This design comes from an exercise in tuning for small area on the open sky130 flow, not from production work.
RTL that was checked went through simulation tests only; none was proved equivalent to the original.
Function not checked in run 1: the RTL went through the layout flow alone.
No activity file was given, so power comes from the tool's default toggle rates.

==> flow/design.v, too long to show whole: its modules and the start of the top module <==
// module ahb: 62 lines
// module alu: 121 lines
// module cla32: 25 lines
// module inc_r: 13 lines
// module au: 33 lines
// module mmu: 86 lines
// module exce_chk: 82 lines
// module biu: 381 lines
// module csr: 471 lines
// module int_ctrl: 196 lines
// module ins_dec: 172 lines
// module csr_gpr_iu: 429 lines
// module exu: 148 lines
// module prv332sv0: 307 lines
module prv332sv0(
input wire clk,
input wire rst,
input wire timer_int,
input wire soft_int,
input wire ext_int,
output wire [33:0]haddr,
output wire hwrite,
output wire [1:0]hsize,
output wire [2:0]hburst,
output wire [3:0]hprot,
output wire [1:0]htrans,
output wire hmastlock,
output wire [31:0]hwdata,
input wire hready,
input wire hresp,
input wire hreset_n,
input wire [31:0]hrdata
);
  // ...
==> flow/run.sh <==
#!/bin/bash
# synth_recipe.tcl (not shown) runs the flow's synth.tcl, then flattens the netlist and writes it again
# the make line also repeats each setting of config.mk as NAME=value (left out here)
make -C /OpenROAD-flow-scripts/flow DESIGN_CONFIG=/design/flow/config.mk WORK_HOME=/design/flow/orfs CLKGATE_MAP_FILE= SYNTH_SCRIPT=/design/flow/synth_recipe.tcl finish
==> flow/config.mk <==
export PLATFORM = sky130hd
export DESIGN_NAME = prv332sv0
export DESIGN_NICKNAME = prv332sv0
export VERILOG_FILES = /design/flow/design.v
export SDC_FILE = /design/flow/constraint.sdc
export NUM_CORES = 4
export LEC_CHECK = 0
export CAP_MARGIN = 25
export CORE_MARGIN = 2
export CORE_UTILIZATION = 65
export CTS_BUF_LIST = sky130_fd_sc_hd__clkbuf_4 sky130_fd_sc_hd__clkbuf_8
export CTS_CLUSTER_SIZE = 20
export SLEW_MARGIN = 40
==> flow/constraint.sdc <==
create_clock -name core_clock -period 12.0 [get_ports {clk}]
set_input_delay 2.4000 -clock core_clock [delete_from_list [all_inputs] [get_ports {clk}]]
set_output_delay 2.4000 -clock core_clock [all_outputs]
set_load 0.01 [all_outputs]
==> impl_results.md, run 1 <==
* Post-synth top cells: 1483 x nand2_1, 1334 x edfxtp_1, 908 x nor2_1
* Die Ht at 393 um
* Number of core rows at 142
* Worst EP Category: register data pin
* Mapped cell area at 98200 um^2
* GRT Util Overall at 0.775
* Top cell type's share of synthesized area at 0.408
* Post-Synth Adder-Cell Area at 0.0372
* Mux cell area share after synthesis at 0.0325
* Combinational family with the most area after synthesis: compound AO/OA/AOI/OAI gates
* Largest net degree at the start of global routing at 205
* Most area-consuming cells after synthesis: edfxtp_1 41%, dfxtp_1 13%, nand2_1 5.7%, a21oi_1 4.3%, nor2_1 3.5%
* Status: did not finish
* CTS root buf: clkbuf_8
* Exit stage: global routing
* H-tree depth at 5
* Distinct cells, synth at 107
* CTS Hold Buffers Added at 0
* Number of synthesized flops with an enable pin at 1334
* GR Util met2 at 0.898
* IO Pins at 119
* Cell Area, Placed at 103000 um^2
* Clock buffer depth at 4
* Prevailing post-synth register cell: edfxtp_1
* Tool error: [ERROR GRT-0232] Routing congestion too high. Check the congestion heatmap in the GUI.
* TritonCTS buffer count at 326
* Gr ovfl total at 96
* Post_cts resized at 0
* Register bit total from synthesis at 1965
* Setup bufs post-CTS at 0
* Dpl hpwl at 326000 um
* Xor and xnor fraction of the mapped netlist area at 0.00480
* Post-Syn Instances at 9760
* Global routing's busiest layer: met2
* Port-buffer cells at 108
* Starting Density at 0.655
* Worst EP post-GRT repair: csr_gpr_iu.csr.pc[9]$_SDFFE_PP0P_/D
* Initial antenna violation count at 86
* Ys Warns at 9
* M1 GR Usage at 0.795
==> module alu, before the edit <==
module alu(
input clk,
input rst,
input wire [3:0]statu_cpu,
input wire [2:0]opc_biu,
input wire rdy_biu,
input wire addi ,
input wire sltiu,
input wire andi,
input wire ori,
input wire slli,
input wire srli,
input wire srai,
input wire lui,
input wire addp,
input wire subp,
input wire sltup,
input wire andp,
input wire orp,
input wire sllp,
input wire srlp,
input wire srap,
input wire jal,
input wire jalr,
input wire beq,
input wire bne,
input wire blt,
input wire bltu,
input wire bge,
input wire bgeu,
input wire csr_op,
input wire sc_w,
input wire amoswap,
input wire amoadd,
input wire amoxor,
input wire amoand,
input wire amo,
input wire amomax_any,
input wire amomin_any,
input wire [31:0]csr,
input wire [31:0]rs1,
input wire [31:0]rport,
input wire [19:0]imm20,
input wire [11:0]imm12,
input wire [4:0] shamt,
input wire [31:0]data_biu,
input wire [31:0]pc,
input wire [31:0]pc4,
output reg [31:0]data_rd,
output reg [31:0]data_tobiu,
output wire [31:0]sum,
output wire pc_jmp,
output wire rdy_alu
);
parameter if0 = 4'b0000;
parameter ex0 = 4'b0001;
parameter ex1 = 4'b1001;
reg [4:0]shift_counter;
wire [31:0]rs2 = data_tobiu;
wire [31:0]imm32 = {{20{imm12[11]}},imm12};
wire [31:0]ds1 = amo ? data_biu : rs1;
wire branch = beq | bne | blt | bltu | bge | bgeu;
wire [31:0]sub_b = sltiu ? imm32 : rs2;
wire [31:0]diff;
wire nborrow;
cla32 u_sub(.a(ds1), .b(~sub_b), .ci(1'b1), .s(diff), .co(nborrow));
wire lt = !nborrow;
wire eq = (diff == 32'b0);
wire gt = nborrow & !eq;
wire [31:0]add_a = (jal | branch) ? pc : ds1;
wire [31:0]add_b = (addp | amoadd) ? rs2 :
                   (addi | (opc_biu != 3'b000)) ? imm32 :
                   (jalr | branch) ? {imm32[30:0],1'b0} :
                   jal ? {{11{imm20[19]}},imm20,1'b0} : pc;
wire add_co;
cla32 u_add(.a(add_a), .b(add_b), .ci(1'b0), .s(sum), .co(add_co));
wire cmp_out = lt | (ds1[31] & !sub_b[31]);
wire [31:0]amo_cmp_out = ((amomax_any & lt) | (amomin_any & gt)) ? rs2 : data_biu;
wire [31:0]data_out_rd = (lui?{imm20,12'b0}:32'b0)|((jal|jalr)?pc4:32'b0)|
							((addi|addp)?sum:32'b0) | (subp?diff:32'b0)|
							(andi?(rs1&imm32):32'b0) | (andp?(rs1&rs2):32'b0) |
							(ori?(rs1|imm32):32'b0) | (orp?(rs1|rs2):32'b0) |
							(sltiu?{31'b0,cmp_out}:32'b0)|
							(csr_op?csr:32'b0)|
							(amo?data_biu:32'b0);
always@(posedge clk)begin
	if(rst)
		shift_counter <= 5'b0;
	else if(shift_counter==5'b0)begin
		if(statu_cpu==ex0)
			shift_counter <= (slli|srli|srai)?shamt : (sllp|srlp|srap)?rs2[4:0]:5'b0;
	end
	else if(slli|sllp|srli|srlp|srai|srap)
		shift_counter <= shift_counter - 5'd1;
end
always@(posedge clk)begin
	if(!rst)begin
		if(shift_counter==5'b0)begin
			if(statu_cpu==ex0)
				data_rd <= data_out_rd;
		end
		else if(slli | sllp)
			data_rd <= (data_rd<<1);
		else if(srli|srlp|srai|srap)
			data_rd <= (data_rd>>1);
	end
end
always@(posedge clk)begin
	if(!rst)begin
		if((statu_cpu==if0)&rdy_biu)
			data_tobiu <= rport;
		else if((shift_counter==5'b0)&(statu_cpu==ex1))
			data_tobiu <= (amoswap?rs2:32'b0)|((amoadd|amoand)? sum:32'b0)|(amoxor?(data_biu^rs2):32'b0)|
						  ((amomax_any|amomin_any)?amo_cmp_out:32'b0);
	end
end
assign pc_jmp = beq & eq | bne & !eq | blt & ((rs1[31]&!rs2[31]) | (rs1[31]==rs2[31])&lt) |
	bltu & lt | bge & ((!rs1[31]&rs2[31]) | (rs1[31]==rs2[31])&lt) | bgeu & gt | jal | jalr;
assign rdy_alu = (((slli|srli|srai)&((shamt==5'b0)|(shift_counter==5'd1))) | ((sllp|srlp|srap)&((rs2[4:0]==5'b0)|(shift_counter==5'd1)))|
						!(slli|srli|srai|sllp|srlp|srap))&((statu_cpu==ex0)|(statu_cpu==ex1));
endmodule
==> module biu, before the edit <==
module biu(
input clk,
input rst,
output [33:0]haddr,
output hwrite,
output [1:0]hsize,
output [2:0]hburst,
output [3:0]hprot,
output [1:0]htrans,
output hmastlock,
output [31:0]hwdata,
input wire hready,
input wire hresp,
input wire hreset_n,
input wire [31:0]hrdata,
input wire[2:0]opc,
input wire[3:0]statu_cpu,
output wire [33:0]addr_out,
input wire pmp_chk_fault,
input wire [31:0]satp,
input wire [31:0]addr,
input wire [31:0]pc,
input wire [31:0]biu_data_in,
output reg [31:0]biu_data_out,
input wire [1:0]msu,
output reg [31:0]ins,
output wire [31:0]fetch_data,
output wire rdy_biu,
input wire mxr,
input wire sum,
output wire ins_addr_mis,
output wire ins_acc_fault,
output wire load_addr_mis,
output wire load_acc_fault,
output wire st_addr_mis,
output wire st_acc_fault,
output wire ins_page_fault,
output wire ld_page_fault,
output wire st_page_fault
);
parameter stb		=7'b0000000;
parameter rdy		=7'b0000001;
parameter err		=7'b0000010;
parameter ifnp		=7'b0001000;
parameter ifwp0	=7'b0010000;
parameter ifwp1	=7'b0010001;
parameter ifwp2	=7'b0010010;
parameter ifwp3	=7'b0010011;
parameter ifwp4	=7'b0010100;
parameter r32np	=7'b0011000;
parameter r32wp0	=7'b0100000;
parameter r32wp1	=7'b0100001;
parameter r32wp2	=7'b0100010;
parameter r32wp3	=7'b0100011;
parameter r32wp4	=7'b0100100;
parameter r16np	=7'b0101000;
parameter r16wp0	=7'b0110000;
parameter r16wp1	=7'b0110001;
parameter r16wp2	=7'b0110010;
parameter r16wp3	=7'b0110011;
parameter r16wp4	=7'b0110100;
parameter r8np		=7'b0111000;
parameter r8wp0	=7'b1000000;
parameter r8wp1	=7'b1000001;
parameter r8wp2	=7'b1000010;
parameter r8wp3	=7'b1000011;
parameter r8wp4	=7'b1000100;
parameter w32np	=7'b1001000;
parameter w32wp0	=7'b1010000;
parameter w32wp1	=7'b1010001;
parameter w32wp2	=7'b1010010;
parameter w32wp3	=7'b1010011;
parameter w32wp4	=7'b1010100;
parameter w16np	=7'b1011000;
parameter w16wp0	=7'b1100000;
parameter w16wp1	=7'b1100001;
parameter w16wp2	=7'b1100010;
parameter w16wp3	=7'b1100011;
parameter w16wp4	=7'b1100100;
parameter w8np		=7'b1101000;
parameter w8wp0	=7'b1110000;
parameter w8wp1	=7'b1110001;
parameter w8wp2	=7'b1110010;
parameter w8wp3	=7'b1110011;
parameter w8wp4	=7'b1110100;
parameter opw8 = 3'b001;
parameter opw16= 3'b010;
parameter opw32= 3'b011;
parameter opr8 = 3'b101;
parameter opr16= 3'b110;
parameter opr32= 3'b111;
reg [6:0]statu_biu;
wire [33:0]addr_ahb;
wire [31:0]data_ahb;
wire [31:0]data_ahb_out;
wire rdy_ahb;
wire [31:0]data_dcv;
wire [31:0]data_dcv_out;
wire [33:0]addr_mmu;
wire [31:0]addr_mmu_in;
wire [31:0]data_mmu;
wire [31:0]pte;
wire w32;
wire w16;
wire w8;
wire r32;
wire r16;
wire r8;
wire ahb_acc_fault;	 
wire mmu_ld_page_fault; 
wire mmu_st_page_fault; 
wire page_not_value; 
wire pmp_chk_err;		   
wire addr_mis;			  
always@(posedge clk)begin
		if(rst)begin
			statu_biu <= stb;
		end
		else if(statu_biu==stb)begin
			if((statu_cpu==4'b0000)&(!addr_mis))begin
				statu_biu <= satp[31]?ifwp0:ifnp;
			end
			else if((statu_cpu[2:0]==3'b010)&(opc==3'b001)&(!addr_mis))begin
				statu_biu <= satp[31]?w8wp0 : w8np;
			end
			else if((statu_cpu[2:0]==3'b010)&(opc==3'b010)&(!addr_mis))begin
				statu_biu <= satp[31]?w16wp0 : w16np;
			end
			else if((statu_cpu[2:0]==3'b010)&(opc==3'b011)&(!addr_mis))begin
				statu_biu <= satp[31]?w32wp0 : w32np;
			end
			else if((statu_cpu[2:0]==3'b010)&(opc==3'b101)&(!addr_mis))begin
				statu_biu <= satp[31]?r8wp0 : r8np;
			end
			else if((statu_cpu[2:0]==3'b010)&(opc==3'b110)&(!addr_mis))begin
				statu_biu <= satp[31]?r16wp0 : r16np;
			end
			else if((statu_cpu[2:0]==3'b010)&(opc==3'b111)&(!addr_mis))begin
				statu_biu <= satp[31]?r32wp0 : r32np;
			end
			else begin
				statu_biu <= statu_biu;
			end
		end
		else if(statu_biu==ifnp)begin
				statu_biu <= (ahb_acc_fault|pmp_chk_err|addr_mis) ? stb : rdy_ahb ? rdy : statu_biu;
		end
		else if(statu_biu==ifwp0)begin
				statu_biu <= (ahb_acc_fault|pmp_chk_err|addr_mis) ? stb : rdy_ahb ? ifwp1 : statu_biu;
		end
		else if(statu_biu==ifwp1)begin
				statu_biu <= (ahb_acc_fault|pmp_chk_err|addr_mis|page_not_value) ? stb : (rdy_ahb&(mmu_ld_page_fault|mmu_st_page_fault))?stb : rdy_ahb ? ifwp2 : statu_biu;
		end
		else if(statu_biu==ifwp2)begin
				statu_biu <= (ahb_acc_fault|pmp_chk_err|addr_mis) ? stb : rdy_ahb ? ifwp3 : statu_biu;
		end
		else if(statu_biu==ifwp3)begin
				statu_biu <= (ahb_acc_fault|pmp_chk_err|addr_mis|page_not_value) ? stb : (rdy_ahb&(mmu_ld_page_fault|mmu_st_page_fault))?stb : rdy_ahb ? ifwp4 : statu_biu;
		end
		else if(statu_biu==ifwp4)begin
				statu_biu <= (ahb_acc_fault|pmp_chk_err|addr_mis) ? stb : rdy_ahb ? rdy : statu_biu;
		end
		else if(statu_biu==rdy)begin
				statu_biu <= stb;
		end
		else if(statu_biu==w32np)begin
				statu_biu <= (ahb_acc_fault|pmp_chk_err|addr_mis) ? stb : rdy_ahb ? rdy : statu_biu;
		end
		else if(statu_biu==w32wp0)begin
				statu_biu <= (ahb_acc_fault|pmp_chk_err|addr_mis) ? stb : rdy_ahb ? w32wp1 : statu_biu;
		end
		else if(statu_biu==w32wp1)begin
				statu_biu <= (ahb_acc_fault|pmp_chk_err|addr_mis|page_not_value) ? stb : (rdy_ahb&(mmu_ld_page_fault|mmu_st_page_fault))?stb : rdy_ahb ? w32wp2 : statu_biu;
		end
		else if(statu_biu==w32wp2)begin
				statu_biu <= (ahb_acc_fault|pmp_chk_err|addr_mis) ? stb : rdy_ahb ? w32wp3 : statu_biu;
		end
		else if(statu_biu==w32wp3)begin
				statu_biu <= (ahb_acc_fault|pmp_chk_err|addr_mis|page_not_value) ? stb : (rdy_ahb&(mmu_ld_page_fault|mmu_st_page_fault))?stb : rdy_ahb ? w32wp4 : statu_biu;
		end
		else if(statu_biu==w32wp4)begin
				statu_biu <= (ahb_acc_fault|pmp_chk_err|addr_mis) ? stb : rdy_ahb ? rdy : statu_biu;
		end
		else if(statu_biu==w16np)begin
				statu_biu <= (ahb_acc_fault|pmp_chk_err|addr_mis) ? stb : rdy_ahb ? rdy : statu_biu;
		end
		else if(statu_biu==w16wp0)begin
				statu_biu <= (ahb_acc_fault|pmp_chk_err|addr_mis) ? stb : rdy_ahb ? w16wp1 : statu_biu;
		end
		else if(statu_biu==w16wp1)begin
				statu_biu <= (ahb_acc_fault|pmp_chk_err|addr_mis|page_not_value) ? stb : (rdy_ahb&(mmu_ld_page_fault|mmu_st_page_fault))?stb : rdy_ahb ? w16wp2 : statu_biu;
		end
		else if(statu_biu==w16wp2)begin
				statu_biu <= (ahb_acc_fault|pmp_chk_err|addr_mis) ? stb : rdy_ahb ? w16wp3 : statu_biu;
		end
		else if(statu_biu==w16wp3)begin
				statu_biu <= (ahb_acc_fault|pmp_chk_err|addr_mis|page_not_value) ? stb : (rdy_ahb&(mmu_ld_page_fault|mmu_st_page_fault))?stb : rdy_ahb ? w16wp4 : statu_biu;
		end
		else if(statu_biu==w16wp4)begin
				statu_biu <= (ahb_acc_fault|pmp_chk_err|addr_mis) ? stb : rdy_ahb ? rdy : statu_biu;
		end
		else if(statu_biu==w8np)begin
				statu_biu <= (ahb_acc_fault|pmp_chk_err|addr_mis) ? stb : rdy_ahb ? rdy : statu_biu;
		end
		else if(statu_biu==w8wp0)begin
				statu_biu <= (ahb_acc_fault|pmp_chk_err|addr_mis) ? stb : rdy_ahb ? w8wp1 : statu_biu;
		end
		else if(statu_biu==w8wp1)begin
				statu_biu <= (ahb_acc_fault|pmp_chk_err|addr_mis|page_not_value) ? stb : (rdy_ahb&(mmu_ld_page_fault|mmu_st_page_fault))?stb : rdy_ahb ? w8wp2 : statu_biu;
		end
		else if(statu_biu==w8wp2)begin
				statu_biu <= (ahb_acc_fault|pmp_chk_err|addr_mis) ? stb : rdy_ahb ? w8wp3 : statu_biu;
		end
		else if(statu_biu==w8wp3)begin
				statu_biu <= (ahb_acc_fault|pmp_chk_err|addr_mis|page_not_value) ? stb : (rdy_ahb&(mmu_ld_page_fault|mmu_st_page_fault))?stb : rdy_ahb ? w8wp4 : statu_biu;
		end
		else if(statu_biu==w8wp4)begin
				statu_biu <= (ahb_acc_fault|pmp_chk_err|addr_mis) ? stb : rdy_ahb ? rdy : statu_biu;
		end
		else if(statu_biu==r32np)begin
				statu_biu <= (ahb_acc_fault|pmp_chk_err|addr_mis) ? stb : rdy_ahb ? rdy : statu_biu;
		end
		else if(statu_biu==r32wp0)begin
				statu_biu <= (ahb_acc_fault|pmp_chk_err|addr_mis) ? stb : rdy_ahb ? r32wp1 : statu_biu;
		end
		else if(statu_biu==r32wp1)begin
				statu_biu <= (ahb_acc_fault|pmp_chk_err|addr_mis|page_not_value) ? stb : (rdy_ahb&(mmu_ld_page_fault|mmu_st_page_fault))?stb : rdy_ahb ? r32wp2 : statu_biu;
		end
		else if(statu_biu==r32wp2)begin
				statu_biu <= (ahb_acc_fault|pmp_chk_err|addr_mis) ? stb : rdy_ahb ? r32wp3 : statu_biu;
		end
		else if(statu_biu==r32wp3)begin
				statu_biu <= (ahb_acc_fault|pmp_chk_err|addr_mis|page_not_value) ? stb : (rdy_ahb&(mmu_ld_page_fault|mmu_st_page_fault))?stb : rdy_ahb ? r32wp4 : statu_biu;
		end
		else if(statu_biu==r32wp4)begin
				statu_biu <= (ahb_acc_fault|pmp_chk_err|addr_mis) ? stb : rdy_ahb ? rdy : statu_biu;
		end
		else if(statu_biu==r16np)begin
				statu_biu <= (ahb_acc_fault|pmp_chk_err|addr_mis) ? stb : rdy_ahb ? rdy : statu_biu;
		end
		else if(statu_biu==r16wp0)begin
				statu_biu <= (ahb_acc_fault|pmp_chk_err|addr_mis) ? stb : rdy_ahb ? r16wp1 : statu_biu;
		end
		else if(statu_biu==r16wp1)begin
				statu_biu <= (ahb_acc_fault|pmp_chk_err|addr_mis|page_not_value) ? stb : (rdy_ahb&(mmu_ld_page_fault|mmu_st_page_fault))?stb : rdy_ahb ? r16wp2 : statu_biu;
		end
		else if(statu_biu==r16wp2)begin
				statu_biu <= (ahb_acc_fault|pmp_chk_err|addr_mis) ? stb : rdy_ahb ? r16wp3 : statu_biu;
		end
		else if(statu_biu==r16wp3)begin
				statu_biu <= (ahb_acc_fault|pmp_chk_err|addr_mis|page_not_value) ? stb : (rdy_ahb&(mmu_ld_page_fault|mmu_st_page_fault))?stb : rdy_ahb ? r16wp4 : statu_biu;
		end
		else if(statu_biu==r16wp4)begin
				statu_biu <= (ahb_acc_fault|pmp_chk_err|addr_mis) ? stb : rdy_ahb ? rdy : statu_biu;
		end
		else if(statu_biu==r8np)begin
				statu_biu <= (ahb_acc_fault|pmp_chk_err|addr_mis) ? stb : rdy_ahb ? rdy : statu_biu;
		end
		else if(statu_biu==r8wp0)begin
				statu_biu <= (ahb_acc_fault|pmp_chk_err|addr_mis) ? stb : rdy_ahb ? r8wp1 : statu_biu;
		end
		else if(statu_biu==r8wp1)begin
				statu_biu <= (ahb_acc_fault|pmp_chk_err|addr_mis|page_not_value) ? stb : (rdy_ahb&(mmu_ld_page_fault|mmu_st_page_fault))?stb : rdy_ahb ? r8wp2 : statu_biu;
		end
		else if(statu_biu==r8wp2)begin
				statu_biu <= (ahb_acc_fault|pmp_chk_err|addr_mis) ? stb : rdy_ahb ? r8wp3 : statu_biu;
		end
		else if(statu_biu==r8wp3)begin
				statu_biu <= (ahb_acc_fault|pmp_chk_err|addr_mis|page_not_value) ? stb : (rdy_ahb&(mmu_ld_page_fault|mmu_st_page_fault))?stb : rdy_ahb ? r8wp4 : statu_biu;
		end
		else if(statu_biu==r8wp4)begin
				statu_biu <= (ahb_acc_fault|pmp_chk_err|addr_mis) ? stb : rdy_ahb ? rdy : statu_biu;
		end	
end
assign pmp_chk_err = pmp_chk_fault;
assign addr_mmu_in = ((statu_biu==ifnp)|(statu_biu==ifwp0)|(statu_biu==ifwp1)|(statu_biu==ifwp1)|(statu_biu==ifwp2)|(statu_biu==ifwp3)|(statu_biu==ifwp4))?pc:addr;
assign addr_ahb = (statu_biu==ifnp)?{2'b0,pc}:((statu_biu==w32np)|(statu_biu==w16np)|(statu_biu==w8np)|(statu_biu==r32np)|(statu_biu==r16np)|(statu_biu==r8np)|(statu_biu==rdy))?{2'b0,addr}:addr_mmu;
assign data_ahb = ((statu_biu==ifwp1)|(statu_biu==ifwp3)|(statu_biu==w32wp1)|(statu_biu==w32wp3)|
						(statu_biu==w16wp1)|(statu_biu==w16wp3)|(statu_biu==w8wp1) |(statu_biu==w8wp3)|
						(statu_biu==r32wp1)|(statu_biu==r32wp3)|(statu_biu==r16wp1)|(statu_biu==r16wp3)|
						(statu_biu==r16wp1)|(statu_biu==r8wp3)| 
						(statu_biu==w32np)|(statu_biu==w32wp4)| 
						(((statu_biu==w16np)|(statu_biu==w16wp4)|(statu_biu==w8np)|(statu_biu==w8wp4))&(addr_ahb[1:0]==2'b00))) ? data_dcv: 
						(((statu_biu==w16np)|(statu_biu==w16wp4)|(statu_biu==w8np)|(statu_biu==w8wp4))&(addr_ahb[1:0]==2'b01))?{8'b0,data_dcv[15:0],8'b0}:
						(((statu_biu==w16np)|(statu_biu==w16wp4)|(statu_biu==w8np)|(statu_biu==w8wp4))&(addr_ahb[1:0]==2'b10))?{data_dcv[15:0],16'b0}:
						(((statu_biu==w8np)|(statu_biu==w8wp4))&(addr_ahb[1:0]==2'b11))?{data_dcv[7:0],24'b0}:data_dcv;
assign data_dcv = ((statu_biu==ifwp1)|(statu_biu==ifwp3)|(statu_biu==w32wp1)|(statu_biu==w32wp3)|
						 (statu_biu==w16wp1)|(statu_biu==w16wp3)|(statu_biu==w8wp1)|
						 (statu_biu==w8wp3)|(statu_biu==r32wp1)|(statu_biu==r32wp3)|
						 (statu_biu==r16wp1)|(statu_biu==r16wp3)|(statu_biu==r8wp1)|(statu_biu==r8wp3))?pte:biu_data_in;
assign addr_mis =  ((statu_cpu[2:0]==3'b010)&(((opc[1:0]==2'b11)&(addr[1:0]!=2'b00))|((opc[1:0]==2'b10)&(addr[1:0]==2'b11))))|	
						 (statu_cpu==4'b0000)&(pc[1:0]!=2'b00);
assign data_mmu=data_ahb_out;
assign data_dcv_out = (((opc==opr16)|(opc==opr8))&(addr_ahb[1:0]==2'b00)) ? data_ahb_out: 
						(((opc==opr16))&(addr_ahb[1:0]==2'b01))?{16'b0,data_ahb_out[23:8]}:
						(((opc==opr16))&(addr_ahb[1:0]==2'b10))?{16'b0,data_ahb_out[31:16]}:
						((opc==opr8)&(addr_ahb[1:0]==2'b01))?{24'b0,data_ahb_out[15:8]}:
						((opc==opr8)&(addr_ahb[1:0]==2'b10))?{24'b0,data_ahb_out[23:16]}:
						(((opc==opr8))&(addr_ahb[1:0]==2'b11))?{24'b0,data_ahb_out[31:24]}:data_ahb_out;
assign addr_out = addr_ahb;
assign w32 = (!pmp_chk_fault&!page_not_value&!addr_mis)&((statu_biu==ifwp1)|(statu_biu==ifwp3)|(statu_biu==w32np)|(statu_biu==w32wp1)|(statu_biu==w32wp3)|(statu_biu==w32wp4)|
				 (statu_biu==w16wp1)|(statu_biu==w16wp3)|(statu_biu==w8wp1)|(statu_biu==w8wp3)|(statu_biu==r32wp1)|
				 (statu_biu==r32wp3)|(statu_biu==r16wp1)|(statu_biu==r16wp3)|(statu_biu==r8wp1)|(statu_biu==r8wp3));
assign w16 = (!pmp_chk_fault&!page_not_value&!addr_mis)&((statu_biu==w16np)|(statu_biu==w16wp4));
assign w8  = (!pmp_chk_fault&!page_not_value&!addr_mis)&((statu_biu==w8np)|(statu_biu==w8wp4));
assign r32 = (!pmp_chk_fault&!page_not_value&!addr_mis)&((statu_biu==ifnp)|(statu_biu==ifwp0)|(statu_biu==ifwp2)|(statu_biu==ifwp4)|(statu_biu==w32wp0)|(statu_biu==w32wp2)|(statu_biu==w16wp0)|(statu_biu==w16wp2)|
	     (statu_biu==w8wp0)|(statu_biu==w8wp2)|(statu_biu==r8wp0)|(statu_biu==r8wp2)|(statu_biu==r16wp0)|(statu_biu==r16wp2)|(statu_biu==r32wp0)|(statu_biu==r32wp2)|
		(statu_biu==r32np)|(statu_biu==r32wp4));
assign r16 = (!pmp_chk_fault&!page_not_value&!addr_mis)&((statu_biu==r16np)|(statu_biu==r16wp4));
assign r8  = (!pmp_chk_fault&!page_not_value&!addr_mis)&((statu_biu==r8np)|(statu_biu==r8wp4));
assign rdy_biu=(statu_biu==rdy);
always@(posedge clk)begin
		if(rst|((statu_cpu[1:0]==2'b10)&(statu_biu==rdy))) biu_data_out <= data_dcv_out & {32{!rst}};
		if(rst|((statu_cpu==4'b0000)&(statu_biu==rdy))) ins <= data_ahb_out & {32{!rst}};
end
mmu mmu(
.clk (clk),
.rst (rst),
.statu_biu (statu_biu),
.data_in (data_mmu),
.addr (addr_mmu_in),
.satp (satp),
.addr_mmu (addr_mmu),
.pte_new (pte),
.mxr(mxr),
.sum(sum),
.msu(msu),
.ld_page_fault(mmu_ld_page_fault),
.st_page_fault(mmu_st_page_fault),
.page_not_value(page_not_value)
);
ahb ahb(
.clk(clk),
.rst(rst),
.haddr(haddr),
.hwrite(hwrite),
.hsize(hsize),
.hburst(hburst),
.hprot(hprot),
.htrans(htrans),
.hmastlock(hmastlock),
.hwdata(hwdata),
.hready(hready),
.hresp(hresp),
.hreset_n(hreset_n),
.hrdata(hrdata),
.r32(r32),
.r16(r16),
.r8(r8),
.w32(w32),
.w16(w16),
.w8(w8),
.ahb_acc_fault(ahb_acc_fault),
.data_out(data_ahb_out),
.data_q(fetch_data),
.rdy_ahb(rdy_ahb),
.addr_in(addr_ahb),
.data_in(data_ahb)
);
exce_chk exce_chk(
.statu_biu(statu_biu),
.statu_cpu(statu_cpu),
.opc(opc),
.rdy_ahb(rdy_ahb),
.pmp_chk_fault(pmp_chk_fault),
.ahb_acc_fault(ahb_acc_fault),
.addr_mis(addr_mis),
.page_not_value(page_not_value),
.mmu_ld_page_fault(mmu_ld_page_fault),
.mmu_st_page_fault(mmu_st_page_fault),
.ins_addr_mis(ins_addr_mis),
.ins_acc_fault(ins_acc_fault),
.load_addr_mis(load_addr_mis),
.load_acc_fault(load_acc_fault),
.st_addr_mis(st_addr_mis),
.st_acc_fault(st_acc_fault),
.ins_page_fault(ins_page_fault),
.ld_page_fault(ld_page_fault),
.st_page_fault(st_page_fault)
);
endmodule
==> run 2: changes to the inputs <==
--- a/flow/design.v
+++ b/flow/design.v
@@ -117,30 +117,30 @@
 parameter if0 = 4'b0000;
 parameter ex0 = 4'b0001;
 parameter ex1 = 4'b1001;
 reg [4:0]shift_counter;
 wire [31:0]rs2 = data_tobiu;
 wire [31:0]imm32 = {{20{imm12[11]}},imm12};
 wire [31:0]ds1 = amo ? data_biu : rs1;
 wire branch = beq | bne | blt | bltu | bge | bgeu;
-wire [31:0]sub_b = sltiu ? imm32 : rs2;
-wire [31:0]diff;
-wire nborrow;
-cla32 u_sub(.a(ds1), .b(~sub_b), .ci(1'b1), .s(diff), .co(nborrow));
-wire lt = !nborrow;
-wire eq = (diff == 32'b0);
-wire gt = nborrow & !eq;
-wire [31:0]add_a = (jal | branch) ? pc : ds1;
-wire [31:0]add_b = (addp | amoadd) ? rs2 :
-                   (addi | (opc_biu != 3'b000)) ? imm32 :
-                   (jalr | branch) ? {imm32[30:0],1'b0} :
-                   jal ? {{11{imm20[19]}},imm20,1'b0} : pc;
-wire add_co;
-cla32 u_add(.a(add_a), .b(add_b), .ci(1'b0), .s(sum), .co(add_co));
+wire st_ex0 = (statu_cpu==ex0);
+wire sb = subp | sltiu | (branch & st_ex0) | amomax_any | amomin_any;
+wire [31:0]u_a = (jal | (branch & !st_ex0)) ? pc : ds1;
+wire [31:0]u_b = (addp | amoadd | subp | (branch & st_ex0) | amomax_any | amomin_any) ? rs2 :
+                 (addi | sltiu | (opc_biu != 3'b000)) ? imm32 :
+                 (jalr | branch) ? {imm32[30:0],1'b0} :
+                 jal ? {{11{imm20[19]}},imm20,1'b0} : pc;
+wire u_co;
+cla32 u_addsub(.a(u_a), .b(u_b ^ {32{sb}}), .ci(sb), .s(sum), .co(u_co));
+wire [31:0]diff = sum;
+wire lt = !u_co;
+wire eq = (sum == 32'b0);
+wire gt = u_co & !eq;
+wire [31:0]sub_b = u_b;
 wire cmp_out = lt | (ds1[31] & !sub_b[31]);
 wire [31:0]amo_cmp_out = ((amomax_any & lt) | (amomin_any & gt)) ? rs2 : data_biu;
 wire [31:0]data_out_rd = (lui?{imm20,12'b0}:32'b0)|((jal|jalr)?pc4:32'b0)|
 							((addi|addp)?sum:32'b0) | (subp?diff:32'b0)|
 							(andi?(rs1&imm32):32'b0) | (andp?(rs1&rs2):32'b0) |
 							(ori?(rs1|imm32):32'b0) | (orp?(rs1|rs2):32'b0) |
 							(sltiu?{31'b0,cmp_out}:32'b0)|
 							(csr_op?csr:32'b0)|
@@ -171,18 +171,23 @@
 	if(!rst)begin
 		if((statu_cpu==if0)&rdy_biu)
 			data_tobiu <= rport;
 		else if((shift_counter==5'b0)&(statu_cpu==ex1))
 			data_tobiu <= (amoswap?rs2:32'b0)|((amoadd|amoand)? sum:32'b0)|(amoxor?(data_biu^rs2):32'b0)|
 						  ((amomax_any|amomin_any)?amo_cmp_out:32'b0);
 	end
 end
-assign pc_jmp = beq & eq | bne & !eq | blt & ((rs1[31]&!rs2[31]) | (rs1[31]==rs2[31])&lt) |
-	bltu & lt | bge & ((!rs1[31]&rs2[31]) | (rs1[31]==rs2[31])&lt) | bgeu & gt | jal | jalr;
+reg br_q;
+always@(posedge clk)begin
+	if(st_ex0)
+		br_q <= beq & eq | bne & !eq | blt & ((rs1[31]&!rs2[31]) | (rs1[31]==rs2[31])&lt) |
+			bltu & lt | bge & ((!rs1[31]&rs2[31]) | (rs1[31]==rs2[31])&lt) | bgeu & gt;
+end
+assign pc_jmp = br_q | jal | jalr;
 assign rdy_alu = (((slli|srli|srai)&((shamt==5'b0)|(shift_counter==5'd1))) | ((sllp|srlp|srap)&((rs2[4:0]==5'b0)|(shift_counter==5'd1)))|
 						!(slli|srli|srai|sllp|srlp|srap))&((statu_cpu==ex0)|(statu_cpu==ex1));
 endmodule
 module cla32(
 input wire [31:0]a,
 input wire [31:0]b,
 input wire ci,
 output wire [31:0]s,
@@ -529,213 +534,79 @@
 wire r16;
 wire r8;
 wire ahb_acc_fault;	 
 wire mmu_ld_page_fault; 
 wire mmu_st_page_fault; 
 wire page_not_value; 
 wire pmp_chk_err;		   
 wire addr_mis;			  
+wire [3:0]kind = statu_biu[6:3];
+wire [2:0]step = statu_biu[2:0];
+wire s_stb = (statu_biu==stb);
+wire s_rdy = (statu_biu==rdy);
+wire s_np  = kind[0] & (kind!=4'b1111) & (step==3'b000);	 
+wire s_wp  = (kind!=4'b0000) & !kind[0] & (step[2]==1'b0 | step==3'b100);	 
+wire s_if  = (kind==4'b0001) | (kind==4'b0010);
+wire k_w32 = (kind==4'b1001) | (kind==4'b1010);
+wire k_w16 = (kind==4'b1011) | (kind==4'b1100);
+wire k_w8  = (kind==4'b1101) | (kind==4'b1110);
+wire k_r32 = (kind==4'b0011) | (kind==4'b0100);
+wire k_r16 = (kind==4'b0101) | (kind==4'b0110);
+wire k_r8  = (kind==4'b0111) | (kind==4'b1000);
+wire wp_rd = s_wp & !step[0] & !step[2];	 
+wire wp_wr = s_wp & step[0];			 
+wire last  = s_np | (s_wp & step[2]);		 
+wire ferr  = ahb_acc_fault | pmp_chk_err | addr_mis;
 always@(posedge clk)begin
-		if(rst)begin
-			statu_biu <= stb;
-		end
-		else if(statu_biu==stb)begin
-			if((statu_cpu==4'b0000)&(!addr_mis))begin
-				statu_biu <= satp[31]?ifwp0:ifnp;
-			end
-			else if((statu_cpu[2:0]==3'b010)&(opc==3'b001)&(!addr_mis))begin
-				statu_biu <= satp[31]?w8wp0 : w8np;
-			end
-			else if((statu_cpu[2:0]==3'b010)&(opc==3'b010)&(!addr_mis))begin
-				statu_biu <= satp[31]?w16wp0 : w16np;
-			end
-			else if((statu_cpu[2:0]==3'b010)&(opc==3'b011)&(!addr_mis))begin
-				statu_biu <= satp[31]?w32wp0 : w32np;
-			end
-			else if((statu_cpu[2:0]==3'b010)&(opc==3'b101)&(!addr_mis))begin
-				statu_biu <= satp[31]?r8wp0 : r8np;
-			end
-			else if((statu_cpu[2:0]==3'b010)&(opc==3'b110)&(!addr_mis))begin
-				statu_biu <= satp[31]?r16wp0 : r16np;
-			end
-			else if((statu_cpu[2:0]==3'b010)&(opc==3'b111)&(!addr_mis))begin
-				statu_biu <= satp[31]?r32wp0 : r32np;
-			end
-			else begin
-				statu_biu <= statu_biu;
-			end
-		end
-		else if(statu_biu==ifnp)begin
-				statu_biu <= (ahb_acc_fault|pmp_chk_err|addr_mis) ? stb : rdy_ahb ? rdy : statu_biu;
-		end
-		else if(statu_biu==ifwp0)begin
-				statu_biu <= (ahb_acc_fault|pmp_chk_err|addr_mis) ? stb : rdy_ahb ? ifwp1 : statu_biu;
-		end
-		else if(statu_biu==ifwp1)begin
-				statu_biu <= (ahb_acc_fault|pmp_chk_err|addr_mis|page_not_value) ? stb : (rdy_ahb&(mmu_ld_page_fault|mmu_st_page_fault))?stb : rdy_ahb ? ifwp2 : statu_biu;
-		end
-		else if(statu_biu==ifwp2)begin
-				statu_biu <= (ahb_acc_fault|pmp_chk_err|addr_mis) ? stb : rdy_ahb ? ifwp3 : statu_biu;
-		end
-		else if(statu_biu==ifwp3)begin
-				statu_biu <= (ahb_acc_fault|pmp_chk_err|addr_mis|page_not_value) ? stb : (rdy_ahb&(mmu_ld_page_fault|mmu_st_page_fault))?stb : rdy_ahb ? ifwp4 : statu_biu;
-		end
-		else if(statu_biu==ifwp4)begin
-				statu_biu <= (ahb_acc_fault|pmp_chk_err|addr_mis) ? stb : rdy_ahb ? rdy : statu_biu;
-		end
-		else if(statu_biu==rdy)begin
-				statu_biu <= stb;
-		end
-		else if(statu_biu==w32np)begin
-				statu_biu <= (ahb_acc_fault|pmp_chk_err|addr_mis) ? stb : rdy_ahb ? rdy : statu_biu;
-		end
-		else if(statu_biu==w32wp0)begin
-				statu_biu <= (ahb_acc_fault|pmp_chk_err|addr_mis) ? stb : rdy_ahb ? w32wp1 : statu_biu;
-		end
-		else if(statu_biu==w32wp1)begin
-				statu_biu <= (ahb_acc_fault|pmp_chk_err|addr_mis|page_not_value) ? stb : (rdy_ahb&(mmu_ld_page_fault|mmu_st_page_fault))?stb : rdy_ahb ? w32wp2 : statu_biu;
-		end
-		else if(statu_biu==w32wp2)begin
-				statu_biu <= (ahb_acc_fault|pmp_chk_err|addr_mis) ? stb : rdy_ahb ? w32wp3 : statu_biu;
-		end
-		else if(statu_biu==w32wp3)begin
-				statu_biu <= (ahb_acc_fault|pmp_chk_err|addr_mis|page_not_value) ? stb : (rdy_ahb&(mmu_ld_page_fault|mmu_st_page_fault))?stb : rdy_ahb ? w32wp4 : statu_biu;
-		end
-		else if(statu_biu==w32wp4)begin
-				statu_biu <= (ahb_acc_fault|pmp_chk_err|addr_mis) ? stb : rdy_ahb ? rdy : statu_biu;
-		end
-		else if(statu_biu==w16np)begin
-				statu_biu <= (ahb_acc_fault|pmp_chk_err|addr_mis) ? stb : rdy_ahb ? rdy : statu_biu;
-		end
-		else if(statu_biu==w16wp0)begin
-				statu_biu <= (ahb_acc_fault|pmp_chk_err|addr_mis) ? stb : rdy_ahb ? w16wp1 : statu_biu;
-		end
-		else if(statu_biu==w16wp1)begin
-				statu_biu <= (ahb_acc_fault|pmp_chk_err|addr_mis|page_not_value) ? stb : (rdy_ahb&(mmu_ld_page_fault|mmu_st_page_fault))?stb : rdy_ahb ? w16wp2 : statu_biu;
-		end
-		else if(statu_biu==w16wp2)begin
-				statu_biu <= (ahb_acc_fault|pmp_chk_err|addr_mis) ? stb : rdy_ahb ? w16wp3 : statu_biu;
-		end
-		else if(statu_biu==w16wp3)begin
-				statu_biu <= (ahb_acc_fault|pmp_chk_err|addr_mis|page_not_value) ? stb : (rdy_ahb&(mmu_ld_page_fault|mmu_st_page_fault))?stb : rdy_ahb ? w16wp4 : statu_biu;
-		end
-		else if(statu_biu==w16wp4)begin
-				statu_biu <= (ahb_acc_fault|pmp_chk_err|addr_mis) ? stb : rdy_ahb ? rdy : statu_biu;
-		end
-		else if(statu_biu==w8np)begin
-				statu_biu <= (ahb_acc_fault|pmp_chk_err|addr_mis) ? stb : rdy_ahb ? rdy : statu_biu;
-		end
-		else if(statu_biu==w8wp0)begin
-				statu_biu <= (ahb_acc_fault|pmp_chk_err|addr_mis) ? stb : rdy_ahb ? w8wp1 : statu_biu;
-		end
-		else if(statu_biu==w8wp1)begin
-				statu_biu <= (ahb_acc_fault|pmp_chk_err|addr_mis|page_not_value) ? stb : (rdy_ahb&(mmu_ld_page_fault|mmu_st_page_fault))?stb : rdy_ahb ? w8wp2 : statu_biu;
-		end
-		else if(statu_biu==w8wp2)begin
-				statu_biu <= (ahb_acc_fault|pmp_chk_err|addr_mis) ? stb : rdy_ahb ? w8wp3 : statu_biu;
-		end
-		else if(statu_biu==w8wp3)begin
-				statu_biu <= (ahb_acc_fault|pmp_chk_err|addr_mis|page_not_value) ? stb : (rdy_ahb&(mmu_ld_page_fault|mmu_st_page_fault))?stb : rdy_ahb ? w8wp4 : statu_biu;
-		end
-		else if(statu_biu==w8wp4)begin
-				statu_biu <= (ahb_acc_fault|pmp_chk_err|addr_mis) ? stb : rdy_ahb ? rdy : statu_biu;
-		end
-		else if(statu_biu==r32np)begin
-				statu_biu <= (ahb_acc_fault|pmp_chk_err|addr_mis) ? stb : rdy_ahb ? rdy : statu_biu;
-		end
-		else if(statu_biu==r32wp0)begin
-				statu_biu <= (ahb_acc_fault|pmp_chk_err|addr_mis) ? stb : rdy_ahb ? r32wp1 : statu_biu;
-		end
-		else if(statu_biu==r32wp1)begin
-				statu_biu <= (ahb_acc_fault|pmp_chk_err|addr_mis|page_not_value) ? stb : (rdy_ahb&(mmu_ld_page_fault|mmu_st_page_fault))?stb : rdy_ahb ? r32wp2 : statu_biu;
-		end
-		else if(statu_biu==r32wp2)begin
-				statu_biu <= (ahb_acc_fault|pmp_chk_err|addr_mis) ? stb : rdy_ahb ? r32wp3 : statu_biu;
-		end
-		else if(statu_biu==r32wp3)begin
-				statu_biu <= (ahb_acc_fault|pmp_chk_err|addr_mis|page_not_value) ? stb : (rdy_ahb&(mmu_ld_page_fault|mmu_st_page_fault))?stb : rdy_ahb ? r32wp4 : statu_biu;
-		end
-		else if(statu_biu==r32wp4)begin
-				statu_biu <= (ahb_acc_fault|pmp_chk_err|addr_mis) ? stb : rdy_ahb ? rdy : statu_biu;
-		end
-		else if(statu_biu==r16np)begin
-				statu_biu <= (ahb_acc_fault|pmp_chk_err|addr_mis) ? stb : rdy_ahb ? rdy : statu_biu;
-		end
-		else if(statu_biu==r16wp0)begin
-				statu_biu <= (ahb_acc_fault|pmp_chk_err|addr_mis) ? stb : rdy_ahb ? r16wp1 : statu_biu;
-		end
-		else if(statu_biu==r16wp1)begin
-				statu_biu <= (ahb_acc_fault|pmp_chk_err|addr_mis|page_not_value) ? stb : (rdy_ahb&(mmu_ld_page_fault|mmu_st_page_fault))?stb : rdy_ahb ? r16wp2 : statu_biu;
-		end
-		else if(statu_biu==r16wp2)begin
-				statu_biu <= (ahb_acc_fault|pmp_chk_err|addr_mis) ? stb : rdy_ahb ? r16wp3 : statu_biu;
-		end
-		else if(statu_biu==r16wp3)begin
-				statu_biu <= (ahb_acc_fault|pmp_chk_err|addr_mis|page_not_value) ? stb : (rdy_ahb&(mmu_ld_page_fault|mmu_st_page_fault))?stb : rdy_ahb ? r16wp4 : statu_biu;
-		end
-		else if(statu_biu==r16wp4)begin
-				statu_biu <= (ahb_acc_fault|pmp_chk_err|addr_mis) ? stb : rdy_ahb ? rdy : statu_biu;
-		end
-		else if(statu_biu==r8np)begin
-				statu_biu <= (ahb_acc_fault|pmp_chk_err|addr_mis) ? stb : rdy_ahb ? rdy : statu_biu;
-		end
-		else if(statu_biu==r8wp0)begin
-				statu_biu <= (ahb_acc_fault|pmp_chk_err|addr_mis) ? stb : rdy_ahb ? r8wp1 : statu_biu;
-		end
-		else if(statu_biu==r8wp1)begin
-				statu_biu <= (ahb_acc_fault|pmp_chk_err|addr_mis|page_not_value) ? stb : (rdy_ahb&(mmu_ld_page_fault|mmu_st_page_fault))?stb : rdy_ahb ? r8wp2 : statu_biu;
-		end
-		else if(statu_biu==r8wp2)begin
-				statu_biu <= (ahb_acc_fault|pmp_chk_err|addr_mis) ? stb : rdy_ahb ? r8wp3 : statu_biu;
-		end
-		else if(statu_biu==r8wp3)begin
-				statu_biu <= (ahb_acc_fault|pmp_chk_err|addr_mis|page_not_value) ? stb : (rdy_ahb&(mmu_ld_page_fault|mmu_st_page_fault))?stb : rdy_ahb ? r8wp4 : statu_biu;
-		end
-		else if(statu_biu==r8wp4)begin
-				statu_biu <= (ahb_acc_fault|pmp_chk_err|addr_mis) ? stb : rdy_ahb ? rdy : statu_biu;
-		end	
+	if(rst)
+		statu_biu <= stb;
+	else if(s_stb)begin
+		if((statu_cpu==4'b0000)&(!addr_mis))
+			statu_biu <= satp[31]?ifwp0:ifnp;
+		else if((statu_cpu[2:0]==3'b010)&(opc[1:0]!=2'b00)&(!addr_mis))
+			statu_biu <= {(opc[2] ? 3'd4 : 3'd7) - {1'b0,opc[1:0]}, !satp[31], 3'b000}
+			             + (satp[31] ? 7'b0010000 : 7'b0000000);
+	end
+	else if(s_rdy)
+		statu_biu <= stb;
+	else if(last)
+		statu_biu <= ferr ? stb : rdy_ahb ? rdy : statu_biu;
+	else if(wp_rd)
+		statu_biu <= ferr ? stb : rdy_ahb ? statu_biu + 7'd1 : statu_biu;
+	else if(wp_wr)
+		statu_biu <= (ferr|page_not_value|(rdy_ahb&(mmu_ld_page_fault|mmu_st_page_fault))) ? stb :
+		             rdy_ahb ? statu_biu + 7'd1 : statu_biu;
 end
 assign pmp_chk_err = pmp_chk_fault;
-assign addr_mmu_in = ((statu_biu==ifnp)|(statu_biu==ifwp0)|(statu_biu==ifwp1)|(statu_biu==ifwp1)|(statu_biu==ifwp2)|(statu_biu==ifwp3)|(statu_biu==ifwp4))?pc:addr;
-assign addr_ahb = (statu_biu==ifnp)?{2'b0,pc}:((statu_biu==w32np)|(statu_biu==w16np)|(statu_biu==w8np)|(statu_biu==r32np)|(statu_biu==r16np)|(statu_biu==r8np)|(statu_biu==rdy))?{2'b0,addr}:addr_mmu;
-assign data_ahb = ((statu_biu==ifwp1)|(statu_biu==ifwp3)|(statu_biu==w32wp1)|(statu_biu==w32wp3)|
-						(statu_biu==w16wp1)|(statu_biu==w16wp3)|(statu_biu==w8wp1) |(statu_biu==w8wp3)|
-						(statu_biu==r32wp1)|(statu_biu==r32wp3)|(statu_biu==r16wp1)|(statu_biu==r16wp3)|
-						(statu_biu==r16wp1)|(statu_biu==r8wp3)| 
-						(statu_biu==w32np)|(statu_biu==w32wp4)| 
-						(((statu_biu==w16np)|(statu_biu==w16wp4)|(statu_biu==w8np)|(statu_biu==w8wp4))&(addr_ahb[1:0]==2'b00))) ? data_dcv: 
-						(((statu_biu==w16np)|(statu_biu==w16wp4)|(statu_biu==w8np)|(statu_biu==w8wp4))&(addr_ahb[1:0]==2'b01))?{8'b0,data_dcv[15:0],8'b0}:
-						(((statu_biu==w16np)|(statu_biu==w16wp4)|(statu_biu==w8np)|(statu_biu==w8wp4))&(addr_ahb[1:0]==2'b10))?{data_dcv[15:0],16'b0}:
-						(((statu_biu==w8np)|(statu_biu==w8wp4))&(addr_ahb[1:0]==2'b11))?{data_dcv[7:0],24'b0}:data_dcv;
-assign data_dcv = ((statu_biu==ifwp1)|(statu_biu==ifwp3)|(statu_biu==w32wp1)|(statu_biu==w32wp3)|
-						 (statu_biu==w16wp1)|(statu_biu==w16wp3)|(statu_biu==w8wp1)|
-						 (statu_biu==w8wp3)|(statu_biu==r32wp1)|(statu_biu==r32wp3)|
-						 (statu_biu==r16wp1)|(statu_biu==r16wp3)|(statu_biu==r8wp1)|(statu_biu==r8wp3))?pte:biu_data_in;
-assign addr_mis =  ((statu_cpu[2:0]==3'b010)&(((opc[1:0]==2'b11)&(addr[1:0]!=2'b00))|((opc[1:0]==2'b10)&(addr[1:0]==2'b11))))|	
+assign addr_mmu_in = s_if ? pc : addr;
+assign addr_ahb = s_np ? {2'b0,addr_mmu_in} : s_rdy ? {2'b0,addr} : addr_mmu;
+assign data_dcv = biu_data_in;
+assign data_ahb = wp_wr ? pte :
+				(addr[1:0]==2'b01) ? {8'b0,data_dcv[15:0],8'b0} :
+				(addr[1:0]==2'b10) ? {data_dcv[15:0],16'b0} :
+				(addr[1:0]==2'b11) ? {data_dcv[7:0],24'b0} : data_dcv;
+assign addr_mis =  ((statu_cpu[2:0]==3'b010)&(((opc[1:0]==2'b11)&(addr[1:0]!=2'b00))|((opc[1:0]==2'b10)&(addr[1:0]==2'b11))))|
 						 (statu_cpu==4'b0000)&(pc[1:0]!=2'b00);
 assign data_mmu=data_ahb_out;
-assign data_dcv_out = (((opc==opr16)|(opc==opr8))&(addr_ahb[1:0]==2'b00)) ? data_ahb_out: 
-						(((opc==opr16))&(addr_ahb[1:0]==2'b01))?{16'b0,data_ahb_out[23:8]}:
-						(((opc==opr16))&(addr_ahb[1:0]==2'b10))?{16'b0,data_ahb_out[31:16]}:
-						((opc==opr8)&(addr_ahb[1:0]==2'b01))?{24'b0,data_ahb_out[15:8]}:
-						((opc==opr8)&(addr_ahb[1:0]==2'b10))?{24'b0,data_ahb_out[23:16]}:
-						(((opc==opr8))&(addr_ahb[1:0]==2'b11))?{24'b0,data_ahb_out[31:24]}:data_ahb_out;
+assign data_dcv_out = (((opc==opr16)|(opc==opr8))&(addr[1:0]==2'b00)) ? data_ahb_out:
+						(((opc==opr16))&(addr[1:0]==2'b01))?{16'b0,data_ahb_out[23:8]}:
+						(((opc==opr16))&(addr[1:0]==2'b10))?{16'b0,data_ahb_out[31:16]}:
+						((opc==opr8)&(addr[1:0]==2'b01))?{24'b0,data_ahb_out[15:8]}:
+						((opc==opr8)&(addr[1:0]==2'b10))?{24'b0,data_ahb_out[23:16]}:
+						(((opc==opr8))&(addr[1:0]==2'b11))?{24'b0,data_ahb_out[31:24]}:data_ahb_out;
 assign addr_out = addr_ahb;
-assign w32 = (!pmp_chk_fault&!page_not_value&!addr_mis)&((statu_biu==ifwp1)|(statu_biu==ifwp3)|(statu_biu==w32np)|(statu_biu==w32wp1)|(statu_biu==w32wp3)|(statu_biu==w32wp4)|
-				 (statu_biu==w16wp1)|(statu_biu==w16wp3)|(statu_biu==w8wp1)|(statu_biu==w8wp3)|(statu_biu==r32wp1)|
-				 (statu_biu==r32wp3)|(statu_biu==r16wp1)|(statu_biu==r16wp3)|(statu_biu==r8wp1)|(statu_biu==r8wp3));
-assign w16 = (!pmp_chk_fault&!page_not_value&!addr_mis)&((statu_biu==w16np)|(statu_biu==w16wp4));
-assign w8  = (!pmp_chk_fault&!page_not_value&!addr_mis)&((statu_biu==w8np)|(statu_biu==w8wp4));
-assign r32 = (!pmp_chk_fault&!page_not_value&!addr_mis)&((statu_biu==ifnp)|(statu_biu==ifwp0)|(statu_biu==ifwp2)|(statu_biu==ifwp4)|(statu_biu==w32wp0)|(statu_biu==w32wp2)|(statu_biu==w16wp0)|(statu_biu==w16wp2)|
-	     (statu_biu==w8wp0)|(statu_biu==w8wp2)|(statu_biu==r8wp0)|(statu_biu==r8wp2)|(statu_biu==r16wp0)|(statu_biu==r16wp2)|(statu_biu==r32wp0)|(statu_biu==r32wp2)|
-		(statu_biu==r32np)|(statu_biu==r32wp4));
-assign r16 = (!pmp_chk_fault&!page_not_value&!addr_mis)&((statu_biu==r16np)|(statu_biu==r16wp4));
-assign r8  = (!pmp_chk_fault&!page_not_value&!addr_mis)&((statu_biu==r8np)|(statu_biu==r8wp4));
-assign rdy_biu=(statu_biu==rdy);
+wire bus_ok = !pmp_chk_fault & !page_not_value & !addr_mis;
+assign w32 = bus_ok & (wp_wr | (last & k_w32));
+assign w16 = bus_ok & last & k_w16;
+assign w8  = bus_ok & last & k_w8;
+assign r32 = bus_ok & (wp_rd | (last & (s_if | k_r32)));
+assign r16 = bus_ok & last & k_r16;
+assign r8  = bus_ok & last & k_r8;
+assign rdy_biu = s_rdy;
 always@(posedge clk)begin
 		if(rst|((statu_cpu[1:0]==2'b10)&(statu_biu==rdy))) biu_data_out <= data_dcv_out & {32{!rst}};
 		if(rst|((statu_cpu==4'b0000)&(statu_biu==rdy))) ins <= data_ahb_out & {32{!rst}};
 end
 mmu mmu(
 .clk (clk),
 .rst (rst),
 .statu_biu (statu_biu),
@@ -966,22 +837,24 @@
 reg [31:0]sscratch;
 reg [31:0]satp;
 wire [31:0]mcycle_inc;
 wire [31:0]minstret_inc;
 inc_r #(30) u_pc4(.a(pc[31:2]), .ci(1'b1), .s(pc4[31:2]));
 assign pc4[1:0] = pc[1:0];
 inc_r #(32) u_mcyc(.a(mcycle), .ci(1'b1), .s(mcycle_inc));
 inc_r #(32) u_mins(.a(minstret), .ci(1'b1), .s(minstret_inc));
-wire [8:0]mvec_lo = {1'b0,mtvec[9:2]} + {1'b0,cause[7:0]};
-wire [21:0]mvec_hi;
-inc_r #(22) u_mvh(.a(mtvec[31:10]), .ci(mvec_lo[8]), .s(mvec_hi));
-wire [8:0]svec_lo = {1'b0,stvec[9:2]} + {1'b0,cause[7:0]};
-wire [21:0]svec_hi;
-inc_r #(22) u_svh(.a(stvec[31:10]), .ci(svec_lo[8]), .s(svec_hi));
+wire [31:0]tvec = (priv_d==m) ? mtvec : stvec;
+wire tcause31 = (priv_d==m) ? mcause[31] : scause[31];
+wire [8:0]tvec_lo = {1'b0,tvec[9:2]} + {1'b0,cause[7:0]};
+wire [21:0]tvec_hi1;
+inc_r #(22) u_tvh(.a(tvec[31:10]), .ci(1'b1), .s(tvec_hi1));
+wire [21:0]tvec_hi = tvec_lo[8] ? tvec_hi1 : tvec[31:10];
+wire [31:0]trap_pc = (tvec[1:0]==2'b00) ? {tvec[31:2],2'b00} : (!tcause31)? {1'b0,tvec[31:3],2'b00} :
+						{tvec_hi,tvec_lo[7:0],2'b00};
 assign meie_out=meie;
 assign seie_out=seie;
 assign mtie_out=mtie;
 assign stie_out=stie;
 assign msie_out=msie;
 assign ssie_out=ssie;
 always@(posedge clk)begin
 	if(rst)begin
@@ -1165,29 +1038,27 @@
 		if(priv_d==m)begin
 			mepc <= ((cause==ecu)|(cause==ecs)|(cause==ecm)|(cause==bk))? pc4 : pc;	 
 			mtval<= tval;
 			mcause <= cause;
 			mpie <= mie;
 			mie  <= 1'b0;
 			mpp  <= msu;
 			msu  <= m;
-			pc   <= (mtvec[1:0]==2'b00) ? {mtvec[31:2],2'b00} : (!mcause[31])? {mtvec[31:3],2'b00} : 
-						{mvec_hi,mvec_lo[7:0],2'b00};
+			pc   <= trap_pc;
 		end
 		else if(priv_d==s)begin
 			sepc <= ((cause==ecu)|(cause==ecs)|(cause==ecm)|(cause==bk))? pc4 : pc;
 			stval<= tval;
 			scause <= cause;
 			spie <= mie;
 			sie  <= 1'b0;
 			spp  <= (msu==u)?1'b0:1'b1;
 			msu  <= s;
-			pc   <= (stvec[1:0]==2'b00) ? {stvec[31:2],2'b00} : (!scause[31])? {stvec[31:3],2'b00} : 
-						{svec_hi,svec_lo[7:0],2'b00};
+			pc   <= trap_pc;
 		end
 	end
 end
 always@(posedge clk)begin
 	if(rst)begin			 
 		meip <= 1'b0;	
 		seip <= 1'b0;	 
 		mtip <= 1'b0;	
==> flow/flow/run.sh (new file) <==
#!/bin/bash
set -euo pipefail
echo 'export CTS_ARGS = -sink_clustering_enable -repair_clock_nets -dont_use_dummy_load -sink_clustering_size 12 -sink_clustering_max_diameter 60 -buf_list {sky130_fd_sc_hd__clkbuf_8}' >> config.mk
bash standard.sh finish > flow_make.log 2>&1
==> flow/standard.sh (new file) <==
#!/bin/bash
# synth_recipe.tcl (not shown) runs the flow's synth.tcl, then flattens the netlist and writes it again
# the make line also repeats each setting of config.mk as NAME=value (left out here)
make -C /OpenROAD-flow-scripts/flow DESIGN_CONFIG=/design/flow/config.mk WORK_HOME=/design/flow/orfs CLKGATE_MAP_FILE= SYNTH_SCRIPT=/design/flow/synth_recipe.tcl "${@:-finish}"
==> flow/config.mk (replaced) <==
export PLATFORM = sky130hd
export DESIGN_NAME = prv332sv0
export DESIGN_NICKNAME = prv332sv0
export VERILOG_FILES = /design/flow/design.v
export SDC_FILE = /design/flow/constraint.sdc
export NUM_CORES = 4
export LEC_CHECK = 0
export CAP_MARGIN = 20
export CORE_MARGIN = 2
export CORE_UTILIZATION = 45
export SLEW_MARGIN = 20
export CTS_ARGS = -sink_clustering_enable -repair_clock_nets -dont_use_dummy_load -sink_clustering_size 12 -sink_clustering_max_diameter 60 -buf_list {sky130_fd_sc_hd__clkbuf_8}
removed: flow/run.sh
==> run 2 against run 1 <==
Now clean on timing, DRC and antenna. Area after synthesis is 2.9% lower. Synthesized cell count is 4.4% lower.
==> impl_results.md, run 2 <==
* CP top delay family: compound AO/OA/AOI/OAI gates
* CTS sink cnt at 1966 (was 1965)
* FFs w/ async S/R, synth at 0 (unchanged)
* R2R Setup Slk at 0.58 ns
* Gr ovfl total at 0
* Clock buffer depth at 3 (was 4)
* Critical Path RT at 12.67 ns
* Nets@finish at 9463
* Switching pwr at 5890 uW
* Dpl hpwl at 319000 um (was 326000 um)
* WL final at 476000 um
* Fmax at 87.6 MHz
* Post-Syn Instances at 9326 (was 9760)
* RSZ-0062 raised after global routing: no
* IO Pins at 119 (unchanged)
* HP Start: csr_gpr_iu.csr.pmpaddr0[9]
* Most area-consuming cells after synthesis: edfxtp_1 42%, dfxtp_1 13%, nand2_1 6.3%, a21oi_1 4.3%, a22oi_1 3.1% (was edfxtp_1 41%, dfxtp_1 13%, nand2_1 5.7%, a21oi_1 4.3%, nor2_1 3.5%)
* DR vias at 86200
* H-tree depth at 4 (was 5)
* First-pass GRT wire length at 647000 um
* Critical Path Fanout Max at 25
* Core Footprint at 210000 um^2
* Antenna violation net count after detailed routing at 0
* Post_cts resized at 0 (unchanged)
* Slew headroom at 0.0905
* Switching share of power at 0.364
* Critical Path Slowest Stage Cell: a31o_2
* Vias in the first global route at 77800
* Vias/cell at 7.15
* Worst setup endpoint: exu.alu.data_tobiu[24]
* Die Ht at 464 um (was 393 um)
* Critical Path Most Common Cell: buf_4
* Starting Density at 0.454 (was 0.655)
* Final Skew at 0.157 ns
* Initial antenna violation count at 40
* Maximum VDD drop at 0.000139 V
* Status: finished clean (was did not finish)
* Worst reg2reg path depth at 35
* CTS tree: built
* Cell Area, Placed at 100000 um^2 (was 103000 um^2)
* Fin crit period at 11.42 ns
* Synth Area per Inst at 10.2 um^2 (was 10.1 um^2)
* Post-synth top cells: 1606 x nand2_1, 1335 x edfxtp_1, 814 x a21oi_1 (was 1483 x nand2_1, 1334 x edfxtp_1, 908 x nor2_1)
* Setup bufs post-CTS at 0 (unchanged)
* Prevailing post-synth register cell: edfxtp_1 (unchanged)
* Crit path largest cell delay at 0.90 ns
* Setup violators final at 0
* Hold violation total from the final report at 0
* Port-buffer cells at 108 (unchanged)
* Arrival @ worst endpoint at 12.09 ns
* Register bit total from synthesis at 1966 (was 1965)
* Most frequent cells in the layout: 1591 x nand2_1, 1335 x edfxtp_1, 802 x a21oi_1
* CP Capture Type: flip-flop
* Number of core rows at 168 (was 142)
* Fin crit share at 0.952
* Ys Warns at 9 (unchanged)
* Int Pwr at 10300 uW
* RR Startpoint: biu.statu_biu[1]
* CP Class: reg2reg
* Commonest non-fill, non-tap cell in the layout: nand2_1
* Die area at 216000 um^2
* Most flops, register: csr_gpr_iu.gpr
* Area growth syn-to-layout at 8.41%
* Levels on crit path at 35
* Worst-Margin Slew at 1.36 ns
* Cell Pwr Density at 156 nW/um^2
* Fillers at 19200
* Top cell type's share of synthesized area at 0.420 (was 0.408)
* Starting DRT DRC Count at 16800
* Worst setup path start: biu.statu_biu[1]
* Clock power share at 0.237
* CTS Hold Buffers Added at 0 (unchanged)
* WP buf/inv at 7
* Layout cells sized above 1 at 0.0968
* Part of the power in combinational logic at 0.275
* Largest net degree at the start of global routing at 96
* CTS root buf: clkbuf_8 (unchanged)
* Final Max Slew Viols at 0
* Final instance area at 103000 um^2
* Distinct cells, synth at 113 (was 107)
* Cell accounting for the most synthesized area: edfxtp_1 (unchanged)
* Seq/Total Area, Yosys at 0.553 (was 0.537)
* Startpoint Class: flip-flop
* Max-Cap Viols at 0
* GRT Util Overall at 0.428
* Setup TNS at 0 ns
* GPL Wtd Cong at 1.06 (was 1.12)
* DRC violations left at 0
* Flop pwr share at 0.488
* Die span in x at 464 um (was 393 um)
* 1st-pass router iterations at 10
* Largest register FFs at 992
* TritonCTS buffer count at 204 (was 326)
* Wirelength per Cell at 39.5 um
* Number of synthesized flops with an enable pin at 1335 (was 1334)
* Most common cell in the netlist: nand2_1 (unchanged)
* Reg2reg end: exu.alu.data_tobiu[24]
* Leakage power total at 0.0348 uW
* Mapped cell area at 95300 um^2 (was 98200 um^2)
* Clock Pin Slew Worst Setup and Hold Paths at 0.08 ns
* Clk latency of the worst-skew pair at 1.05 ns
* Worst hold path class: reg2reg
-- run 2: cell types whose count changed after synthesis, moves of 48 or more --
cell,delta
nor3_1,-78
a22oi_1,+58
a211oi_1,-51
nor2_1,-294
nand3_1,+48
ha_1,-53
nand2_1,+123
-- run 2: power groups by stage --
stage               logic [uW]  registers [uW]  clock network, uW
floorplan                 2190            7840                  0
global route              4470            7890               4050
finish                    4430            7890               3830
detailed placement        4130            8020                  0
CTS                       4150            7870               3830
global placement          4100            8020                  0
-- run 2: per-layer routing --
layer	global-route usage	share of wire	routed length [um]
met5	0	0.00049	232
met4	0.220	0.063	30300
met3	0.165	0.15	73500
met2	0.598	0.41	193000
met1	0.573	0.38	179000
-- run 2: cell families (layout without fill, tap and decap cells) --
group	Yosys count	in the layout	synth area share
AO/OA/AOI/OAI	2811	2811	0.201
XOR/XNOR	75	75	0.00689
adder cells (fa/ha/maj)	186	186	0.0264
buffers and inverters	963	865	0.0410
flip-flops	1966	1966	0.553
multiplexers	310	310	0.0332
other	2	33	0.0000788
AND/OR/NAND/NOR	3013	3013	0.138
-- run 2: how the worst min path moves through the flow --
| stage | to | slack (ns) | cells after the start |
|---|---|---|---|
| after floorplan | csr_gpr_iu.csr.mideleg[13] | 0.43 | 2 |
| after global placement | csr_gpr_iu.csr.mideleg[31] | 0.43 | 2 |
| after detailed placement | csr_gpr_iu.csr.pmpaddr0[24] | 0.44 | 2 |
| after CTS | csr_gpr_iu.csr.pmpaddr0[14] | 0.45 | 2 |
| after global routing | csr_gpr_iu.csr.pmpaddr0[24] | 0.47 | 2 |
| final | csr_gpr_iu.csr.pmpaddr0[9] | 0.45 | 2 |
-- run 2: through the flow --
stage	hold slack, ns	utilization	setup slack (ns)	power, uW	cells
final	0.452	0.492	0.580	16200	12100
after global routing	0.467	0.492	0.508	16400	12000
after floorplan	0.427	-	2.32	10000	9333
after CTS	0.453	0.492	1.09	15800	12000
after detailed placement	0.443	0.478	0.851	12200	11800
after global placement	0.435	0.478	0.841	12100	11800
-- run 2: area by class of cell --
cell class	count	area, um^2	area share
tap	2805	3510	0.0340
clock buffer	204	2810	0.0272
sequential	1966	52700	0.510
inverter	142	533	0.00516
multi-input combinational	6404	39500	0.382
timing repair buffer	519	4220	0.0408
antenna	24	60.1	0.000581
-- run 2: worst min-delay path: cells and delay by family (launching register included) --
kind / cells / cell delay (ns)
simple gates: 1 / 0.05
compound gates: 1 / 0.05
flops: 1 / 0.31

afterwards: timing with drivers on the ports:
In the flow no input, the clock included, has a driving cell. The finished layout below was timed again as built, in two steps. Step 1 assumes that a clkbuf_16 drives the clock port and a buf_2 every other input. Step 2 times the ports against the registers' clock, not the clock port: input delays grow and output delays shrink by t, the midpoint of the rising clock arrivals with the driver on. a / b / c = ideal / step 1 / step 2; a / b = the first two.
run: run 2
t (ns): 1.069
setup slack, ns: 0.580 / 0.580 / 0.580
worst setup path after step 2: register to register
worst register clock-pin slew, ns: 0.10 / 0.10
cell pins on the clock port's net: 1
After both steps run 2 still meets setup and hold. The setup slack of run 2 moves by 0.000 ns with the drivers and by 0.000 ns with both steps.
